Context: an optimization exercise on an open-source flow, tuned for small area. The choices shown serve that exercise and are no tape-out recipe. At most, simulation tests tie the RTL to the original design; equivalence was not proved. The clock port is modelled as an ideal driver; clocking choices that lean on that would not hold on a real chip. Power and IR drop assume default switching activity.

// timer_mary89
module timer_mary89(clock, reset, adjust, start_stop, mode, d5, d4, d3, d2, d1, d0);
Size: about 510 cells after synthesis, about 73 flip-flops, roughly 0.0040 mm² of cells after synthesis.
export LEC_CHECK = 0
export CAP_MARGIN = 0
export CORE_MARGIN = 2
export CORE_UTILIZATION = 70
export SLEW_MARGIN = 0
create_clock -name core_clock -period 5.0 [get_ports {clock}]
standard.sh (not shown) runs the stock make flow with config.mk's settings and CLKGATE_MAP_FILE= SYNTH_SCRIPT=/design/flow/synth_recipe.tcl, a recipe that flattens the netlist after the stock synthesis.
==> flow/flow/run.sh <==
#!/bin/bash
# Own layout flow: the standard ORFS flow with the standard synthesis unchanged, and:
# * port buffers of the smallest buffer (buf_1) instead of the resizer's default choice;
# * timing-driven placement keeps no resizer buffers (GPL_KEEP_OVERFLOW=0);
# * the clock tree built by hand before CTS (flow/man_cts.tcl): the flip-flops split by
#   position into 3 equal groups, each driven by one clkbuf_16 fed from the clock port;
#   TritonCTS skips those nets. Every register gets the same one-buffer clock path.
# Each step's full output goes to the ORFS logs (orfs/logs/...) and to flow_orfs.log here.
set -euo pipefail
here=$(pwd)
BUFS="sky130_fd_sc_hd__clkbuf_16 sky130_fd_sc_hd__clkbuf_16 sky130_fd_sc_hd__clkbuf_8"
CTS="-sink_clustering_enable -repair_clock_nets -dont_use_dummy_load -buf_list sky130_fd_sc_hd__clkbuf_8"
bash standard.sh "CTS_ARGS=$CTS" "PRE_CTS_TCL=$here/flow/man_cts.tcl" \
  "BUFFER_PORTS_ARGS=-buffer_cell sky130_fd_sc_hd__buf_1" GPL_KEEP_OVERFLOW=0 "MAN_CTS_BUFS=$BUFS" finish > flow_orfs.log 2>&1
Other scripts of this flow, unchanged in this note and not shown: flow/flow/man_cts.tcl
==> next run, changes <==
--- a/flow/config.mk
+++ b/flow/config.mk
@@ -6,6 +6,6 @@
 export NUM_CORES = 4
 export LEC_CHECK = 0
-export CAP_MARGIN = 0
+export CAP_MARGIN = 20
 export CORE_MARGIN = 2
 export CORE_UTILIZATION = 70
-export SLEW_MARGIN = 0
+export SLEW_MARGIN = 20
Result: Cell area barely changes. Global-route usage came out higher by 0.69 points. Final cell count came out higher slightly. Utilization came out lower by 0.14 points. Setup slack is worse by 0.12 ns. Critical path depth stays the same. Wire length came out higher slightly. Combinational power barely changes. Die area does not change. Register-to-register slack is better by 0.14 ns. First-iteration DRC count came out higher by a few percent.
Function was not checked in any run of this note: the RTL went through the layout flow alone.

---

Setup of v13:
timer_mary89, a different RTL version from the one above (not shown whole).
For scale: roughly 73 flip-flops, ~3900 um2 of cells after synthesis.
clock: 5.0 ns
lec_check: 0
cap_margin: 20
core_margin: 2
core_utilization: 70
slew_margin: 20
==> flow/flow/run.sh <==
#!/bin/bash
# Own layout flow: the standard ORFS flow with the standard synthesis unchanged, and:
# * port buffers of the smallest buffer (buf_1) instead of the resizer's default choice;
# * timing-driven placement keeps no resizer buffers (GPL_KEEP_OVERFLOW=0);
# * the clock tree built by hand before CTS (flow/man_cts.tcl): the flip-flops are split by
#   position into groups, one per buffer in BUFS, with sizes in proportion to the buffers'
#   strength; each group is driven by its buffer, fed straight from the clock port.
#   TritonCTS skips those nets. Every register gets the same one-buffer clock path.
# Each step's full output goes to the ORFS logs (orfs/logs/...) and to flow_orfs.log here.
set -euo pipefail
here=$(pwd)
BUFS="sky130_fd_sc_hd__clkbuf_16 sky130_fd_sc_hd__clkbuf_16 sky130_fd_sc_hd__clkbuf_8"
CTS="-sink_clustering_enable -repair_clock_nets -dont_use_dummy_load -buf_list sky130_fd_sc_hd__clkbuf_8"
bash standard.sh "CTS_ARGS=$CTS" "PRE_CTS_TCL=$here/flow/man_cts.tcl" \
  "BUFFER_PORTS_ARGS=-buffer_cell sky130_fd_sc_hd__buf_1" GPL_KEEP_OVERFLOW=0 "MAN_CTS_BUFS=$BUFS" finish > flow_orfs.log 2>&1
Other scripts of this flow, unchanged in this note and not shown: flow/flow/man_cts.tcl
Every stage of the flow completed for v13, and the final layout passed the timing, design-rule and antenna checks.
Input changes introduced in v31 (baseline for comparison: v13):
diff --git a/flow/flow/run.sh b/flow/flow/run.sh
--- a/flow/flow/run.sh
+++ b/flow/flow/run.sh
@@ -4,0 +5 @@
+# * after global routing, gates off the critical paths are downsized (RECOVER_POWER=100);
@@ -15 +16 @@
-  "BUFFER_PORTS_ARGS=-buffer_cell sky130_fd_sc_hd__buf_1" GPL_KEEP_OVERFLOW=0 "MAN_CTS_BUFS=$BUFS" finish > flow_orfs.log 2>&1
+  "BUFFER_PORTS_ARGS=-buffer_cell sky130_fd_sc_hd__buf_1" GPL_KEEP_OVERFLOW=0 RECOVER_POWER=100 "MAN_CTS_BUFS=$BUFS" finish > flow_orfs.log 2>&1
[summary]
- Sequential share of cell area ended up 0.27 points higher on v31 than on v13.
- As far as combinational power is concerned, v31 and v13 perform about the same.
- Diff v13 -> v31: peak ir drop on the vdd network went down by 0.0000040 V; total power went down by 0.000013 W.
diff inputs: v31 => v56
diff --git a/flow/flow/run.sh b/flow/flow/run.sh
--- a/flow/flow/run.sh
+++ b/flow/flow/run.sh
@@ -5 +4,0 @@
-# * after global routing, gates off the critical paths are downsized (RECOVER_POWER=100);
Notes after the runs:
Comparing v56 against v31, there is no change at all in synthesized cell area.
Going from v31 to v56, number of rows in the core area neither gained nor lost much, post-route standard cell area excluding fillers neither gained nor lost much, fraction of layout cells with a size suffix above 1 neither gained nor lost much.
Re synthesis-stage register bit count: no difference whatsoever between v31 and v56.
Taking v31 as the reference, in v56 final cell count shows no meaningful change, share of total power in the clock network shows no meaningful change, met2 track utilization from global routing shows no meaningful change, synthesized cell count shows no meaningful change, total power shows no meaningful change.

---

RTL: one of the versions met above, not the one the previous note started from.
Size in the first run: roughly 510 cells after synthesis, ~73 flip-flops, ~29 I/O pins, ~4000 um2 of cells after synthesis.
export LEC_CHECK = 0
export CAP_MARGIN = 20
export CORE_MARGIN = 2
export CORE_UTILIZATION = 70
export SLEW_MARGIN = 20
create_clock -name core_clock -period 5.0 [get_ports {clock}]
==> flow/flow/run.sh <==
#!/bin/bash
# Own layout flow: the standard ORFS flow with the standard synthesis unchanged, and:
# * port buffers of the smallest buffer (buf_1) instead of the resizer's default choice;
# * timing-driven placement keeps no resizer buffers (GPL_KEEP_OVERFLOW=0);
# * the clock tree built by hand before CTS (flow/man_cts.tcl): the flip-flops split by
#   position into 3 equal groups, each driven by one clkbuf_16 fed from the clock port;
#   TritonCTS skips those nets. Every register gets the same one-buffer clock path.
# Each step's full output goes to the ORFS logs (orfs/logs/...) and to flow_orfs.log here.
set -euo pipefail
here=$(pwd)
BUFS="sky130_fd_sc_hd__clkbuf_16 sky130_fd_sc_hd__clkbuf_16 sky130_fd_sc_hd__clkbuf_16"
CTS="-sink_clustering_enable -repair_clock_nets -dont_use_dummy_load -buf_list sky130_fd_sc_hd__clkbuf_8"
bash standard.sh "CTS_ARGS=$CTS" "PRE_CTS_TCL=$here/flow/man_cts.tcl" \
  "BUFFER_PORTS_ARGS=-buffer_cell sky130_fd_sc_hd__buf_1" GPL_KEEP_OVERFLOW=0 "MAN_CTS_BUFS=$BUFS" finish > flow_orfs.log 2>&1
Other scripts of this flow, unchanged in this note and not shown: flow/flow/man_cts.tcl
The first run completed without violations.
Next try:
--- a/flow/flow/run.sh
+++ b/flow/flow/run.sh
@@ -9,5 +9,5 @@
 set -euo pipefail
 here=$(pwd)
-BUFS="sky130_fd_sc_hd__clkbuf_16 sky130_fd_sc_hd__clkbuf_16 sky130_fd_sc_hd__clkbuf_16"
+BUFS="sky130_fd_sc_hd__clkbuf_16 sky130_fd_sc_hd__clkbuf_16 sky130_fd_sc_hd__clkbuf_8"
 CTS="-sink_clustering_enable -repair_clock_nets -dont_use_dummy_load -buf_list sky130_fd_sc_hd__clkbuf_8"
 bash standard.sh "CTS_ARGS=$CTS" "PRE_CTS_TCL=$here/flow/man_cts.tcl" \
Settings changed: CORE_UTILIZATION 70 to 80.
Result:
- cell count went down by 0.69%
- hold slack improves by 13 ps
- critical path depth went up by 1
- fmax went down by 5.3%
- total power went up by 0.83%
- wire length went up by 7.7%
- utilization went up by 12 points
- via count went up by 4.3%
- cell area stays flat
- synthesized cell count is unchanged
No functional check of the RTL was part of any run of this note.

---

The RTL this note starts from:
==> flow/design.v <==
module timer_mary89(clock, reset, adjust, start_stop, mode, d5, d4, d3, d2, d1, d0);
	input            clock, reset, adjust, start_stop, mode;
	output reg [3:0] d5, d4, d3, d2, d1, d0;
	localparam [4:0] s0=5'd0, s1=5'd1, s2=5'd2, s3=5'd3, s4=5'd4, s5=5'd5, s6=5'd6,
	                 s7=5'd7, s8=5'd8, s9=5'd9, s10=5'd10, s11=5'd11, s12=5'd12,
	                 s13=5'd13, s14=5'd14, s15=5'd15, s16=5'd16, s17=5'd17, s18=5'd18,
	                 s19=5'd19;
	reg [4:0] state;
	reg [5:0] tick;      
	reg [4:0] flash;     
	reg       h;         
	reg [3:0] c0; reg [2:0] c1; reg [3:0] c2; reg [2:0] c3; reg [1:0] c4; reg c5;
	reg [3:0] k0; reg [2:0] k1; reg [3:0] k2; reg [2:0] k3; reg [1:0] k4; reg k5;
	reg [3:0] a0; reg [2:0] a1; reg a2;
	reg [3:0] al0, al1, al2; reg [2:0] al4;
	wire click = (tick[4] & ~tick[2] & ~tick[1] & ~tick[0]);
	wire tfb = tick[5] ^ tick[4];
	always @(posedge clock or negedge reset)
		if (!reset) tick <= 6'd49;
		else tick <= {tick[4:0], tfb ^ click};
	wire fl = (~flash[3] & ~flash[1] & ~flash[0]);
	wire ffb = flash[4] ^ flash[2];
	always @(posedge clock or negedge reset)
		if (!reset) flash <= 5'd9;
		else flash <= {flash[3:0], ffb ^ fl};
	wire [3:0] hv = {h, 1'b0, h, h};
	wire st0 = (state == s0);
	always @(posedge clock)
		if (st0) h <= 1'b0;
		else if (fl) h <= ~h;
	always @(posedge clock or negedge reset) begin
		if (!reset) state <= s0;
		else case (state)
			s0:  state <= s1;
			s1:  if (mode) state <= s2;
			s2:  if (start_stop) state <= s3; else if (mode) state <= s1;
			s3:  if (adjust) state <= s8; else if (start_stop) state <= s10; else if (mode) state <= s9;
			s4:  if (mode) state <= s5; else if (start_stop) state <= s6;
			s5:  if (mode) state <= s4; else if (start_stop) state <= s7;
			s6:  if (adjust) state <= s8;
			s7:  if (adjust) state <= s8;
			s8:  if (adjust) state <= s4; else if (start_stop) state <= s18;
			s9:  if (mode) state <= s3; else if (adjust) state <= s11;
			s10: if (start_stop) state <= s3; else if (adjust) state <= s8;
			s11: if (start_stop) state <= s12;
			s12: if (mode) state <= s13;
			s13: if (start_stop) state <= s14;
			s14: if (mode) state <= s15;
			s15: if (start_stop) state <= s16;
			s16: if (adjust) state <= s17;
			s17: if (mode) state <= s3;
			s18: if (mode) state <= s9; else if (start_stop) state <= s19;
			s19: if (start_stop) state <= s18;
			default: state <= state;
		endcase
	end
	wire c0w = (c0 == 4'd9), c1w = (c1 == 3'd5), c2w = (c2 == 4'd9), c3w = (c3 == 3'd5), c4w = (c4 == 2'd2);
	always @(posedge clock) begin
		if (st0) begin
			c0 <= 4'd0; c1 <= 3'd0; c2 <= 4'd0; c3 <= 3'd0; c4 <= 2'd2; c5 <= 1'b1;
		end else if (click) begin
			c0 <= c0w ? 4'd0 : c0 + 4'd1;
			if (c0w) begin
				c1 <= c1w ? 3'd0 : c1 + 3'd1;
				if (c1w) begin
					c2 <= c2w ? 4'd0 : c2 + 4'd1;
					if (c2w) begin
						c3 <= c3w ? 3'd0 : c3 + 3'd1;
						if (c3w) begin
							c4 <= c4w ? 2'd0 : c4 + 2'd1;
							if (c4w) c5 <= ~c5;
						end
					end
				end
			end
		end
	end
	wire k0w = (k0 == 4'd9), k1w = (k1 == 3'd5), k2w = (k2 == 4'd9), k3w = (k3 == 3'd5), k4w = (k4 == 2'd2);
	wire run  = (state == s17) && click;
	wire setm = (state == s14) && start_stop;
	wire seth = (state == s16) && start_stop;
	wire inc2 = setm || (run && k0w && k1w);
	wire inc4 = seth || (run && k0w && k1w && k2w && k3w);
	always @(posedge clock) begin
		if (st0) begin
			k0 <= 4'd0; k1 <= 3'd0; k2 <= 4'd0; k3 <= 3'd0; k4 <= 2'd2; k5 <= 1'b1;
		end else begin
			if (run) k0 <= k0w ? 4'd0 : k0 + 4'd1;
			if (run && k0w) k1 <= k1w ? 3'd0 : k1 + 3'd1;
			if (inc2) k2 <= k2w ? 4'd0 : k2 + 4'd1;
			if (inc2 && k2w) k3 <= k3w ? 3'd0 : k3 + 3'd1;
			if (inc4) k4 <= k4w ? 2'd0 : k4 + 2'd1;
			if (inc4 && k4w) k5 <= ~k5;
		end
	end
	always @(posedge clock) begin
		if (st0) begin
			a0 <= 4'd0; a1 <= 3'd0; a2 <= 1'b1;
		end else if (state == s3 && click) begin
			a2 <= 1'b0;
			a0 <= (a0 == 4'd0) ? 4'd9 : a0 - 4'd1;
			if (a0 == 4'd0) a1 <= (a1 == 3'd0) ? 3'd5 : a1 - 3'd1;
		end
	end
	wire al0z = (al0 == 4'd0), al1z = (al1 == 4'd0), al2z = (al2 == 4'd0);
	always @(posedge clock) begin
		case (state)
			s0: begin
				al0 <= 4'd0; al1 <= 4'd0; al2 <= 4'd1; al4 <= 3'd0;
			end
			s4: if (fl) al4 <= (al4 == 3'd0) ? 3'd3 : 3'd0;
			s6: if (start_stop) al4 <= al4 + 3'd1;
			s7: if (start_stop) al2 <= al2z ? 4'd9 : al2 + 4'd1;
			s18: begin
				if (al0z && al1z && al2z) begin
					al0 <= hv; al1 <= hv; al2 <= hv;
				end else if (click) begin
					al0 <= al0z ? 4'd9 : al0 - 4'd1;
					if (al0z) begin
						al1 <= al1z ? 4'd5 : al1 - 4'd1;
						if (al1z) al2 <= al2z ? 4'd9 : al2 - 4'd1;
					end
				end
			end
			default: ;
		endcase
	end
	wire [3:0] al4v = {|al4, al4};
	always @(*) begin
		d0 = 4'd0; d1 = 4'd0; d2 = 4'd0; d3 = 4'd0; d4 = 4'd0; d5 = 4'd0;
		case (state)
			s0:  begin d0 = 4'h8; d1 = 4'h8; d2 = 4'h8; d3 = 4'h3; d4 = 4'hb; d5 = 4'hb; end
			s1, s17: begin d0 = k0; d1 = k1; d2 = k2; d3 = k3; d4 = k4; d5 = k5; end
			s2:  begin d2 = 4'd1; d5 = 4'ha; end
			s3, s10: begin d0 = a0; d1 = a1; d2 = a2; d5 = 4'ha; end
			s4:  begin d0 = al0; d1 = al1; d2 = al2; d4 = hv; d5 = 4'ha; end
			s5:  begin d0 = al0; d1 = al1; d2 = hv; d3 = hv; d5 = 4'ha; end
			s6:  begin d0 = al0; d1 = al1; d2 = al2; d4 = al4v; d5 = 4'ha; end
			s7, s8, s18, s19: begin d0 = al0; d1 = al1; d2 = al2; d5 = 4'ha; end
			s9, s16: begin d0 = c0; d1 = c1; d2 = c2; d3 = c3; d4 = c4; d5 = c5; end
			s11: begin d0 = hv; d1 = hv; d2 = c2; d3 = c3; d4 = c4; d5 = c5; end
			s12: begin d0 = k0; d1 = k1; d2 = c2; d3 = c3; d4 = c4; d5 = c5; end
			s13: begin d0 = c0; d1 = c1; d2 = hv; d3 = hv; d4 = c4; d5 = c5; end
			s14: begin d0 = c0; d1 = c1; d2 = k2; d3 = k3; d4 = c4; d5 = c5; end
			s15: begin d0 = c0; d1 = c1; d2 = c2; d3 = c3; d4 = hv; d5 = hv; end
			default: ;
		endcase
	end
endmodule
==> flow/config.mk <==
export PLATFORM = sky130hd
export DESIGN_NAME = timer_mary89
export DESIGN_NICKNAME = timer_mary89
export VERILOG_FILES = /design/flow/design.v
export SDC_FILE = /design/flow/constraint.sdc
export NUM_CORES = 4
export LEC_CHECK = 0
export CAP_MARGIN = 20
export CORE_MARGIN = 2
export CORE_UTILIZATION = 40
export SLEW_MARGIN = 20
==> flow/constraint.sdc <==
create_clock -name core_clock -period 5.0 [get_ports {clock}]
set_input_delay 1.0000 -clock core_clock [delete_from_list [all_inputs] [get_ports {clock}]]
set_output_delay 1.0000 -clock core_clock [all_outputs]
set_load 0.01 [all_outputs]
==> flow/flow/run.sh <==
#!/bin/bash
# Own layout flow: the standard ORFS flow (standard synthesis unchanged), with
# smaller port buffers and a clock tree built from small buffers without dummy loads.
set -euo pipefail
CTS="-sink_clustering_enable -repair_clock_nets -dont_use_dummy_load -buf_list sky130_fd_sc_hd__clkbuf_4 -sink_clustering_size 30 -sink_clustering_max_diameter 100"
bash standard.sh "CTS_ARGS=$CTS" "BUFFER_PORTS_ARGS=-buffer_cell sky130_fd_sc_hd__buf_1" finish > flow_orfs.log 2>&1
==> next run, changes <==
==> flow/flow/run.sh (replaced) <==
#!/bin/bash
# Own layout flow: the standard ORFS flow (standard synthesis unchanged), with
# buf_1 port buffers and a clock tree of small buffers without dummy loads.
set -euo pipefail
CTS="-sink_clustering_enable -repair_clock_nets -dont_use_dummy_load -buf_list sky130_fd_sc_hd__clkbuf_8 -sink_clustering_size 30 -sink_clustering_max_diameter 100"
bash standard.sh "CTS_ARGS=$CTS" "BUFFER_PORTS_ARGS=-buffer_cell sky130_fd_sc_hd__buf_1"  finish > flow_orfs.log 2>&1
Effect: The changed run went through all stages and came out clean; utilization went up by 0.51 points; combinational power barely changes; count of clock-buffer cells in the layout stays the same; register-to-register slack improves by 0.02 ns; global-route usage is about the same; fmax increases by 2.2%.
No functional check of the RTL was part of any run of this note.

-- static timing again, ports no longer ideal --
How much do the figures lean on ideal ports? The routed layouts below were timed once more, with nothing changed but the port constraints. Step 1, drivers: a clkbuf_16 drives clock and a buf_2 each remaining input, both assumed. Step 2 times the ports against the registers' clock, not the clock port: input delays grow and output delays shrink by t, the midpoint of the rising clock arrivals with the driver on. Three values: no drivers, after step 1, after step 2; two values: the first two.
run | shift t [ns] | slack for setup (ns) | worst setup path at the end | worst slew at a driven data input, ns | pins driven straight from the clock port
the first run of note 1 | 0.225 | 1.177 / 1.114 / 1.338 | register to output | 0.03 | 3
the second run of note 1 | 0.225 | 1.056 / 0.992 / 1.217 | register to output | 0.03 | 3
v13 | 0.222 | 1.273 / 1.212 / 1.433 | register to output | 0.03 | 3
v31 | 0.220 | 1.268 / 1.207 / 1.427 | register to output | 0.03 | 3
v56 | 0.220 | 1.268 / 1.207 / 1.427 | register to output | 0.03 | 3
the first run of note 3 | 0.221 | 1.113 / 1.050 / 1.271 | register to output | 0.03 | 3
the second run of note 3 | 0.220 | 0.895 / 0.833 / 1.053 | register to output | 0.03 | 3
the first run of note 4 | 0.449 | 0.841 / 0.810 / 1.259 | register to output | 0.03 | 1
the second run of note 4 | 0.376 | 0.929 / 0.896 / 1.272 | register to output | 0.03 | 1
After both steps every run listed still meets setup and hold.
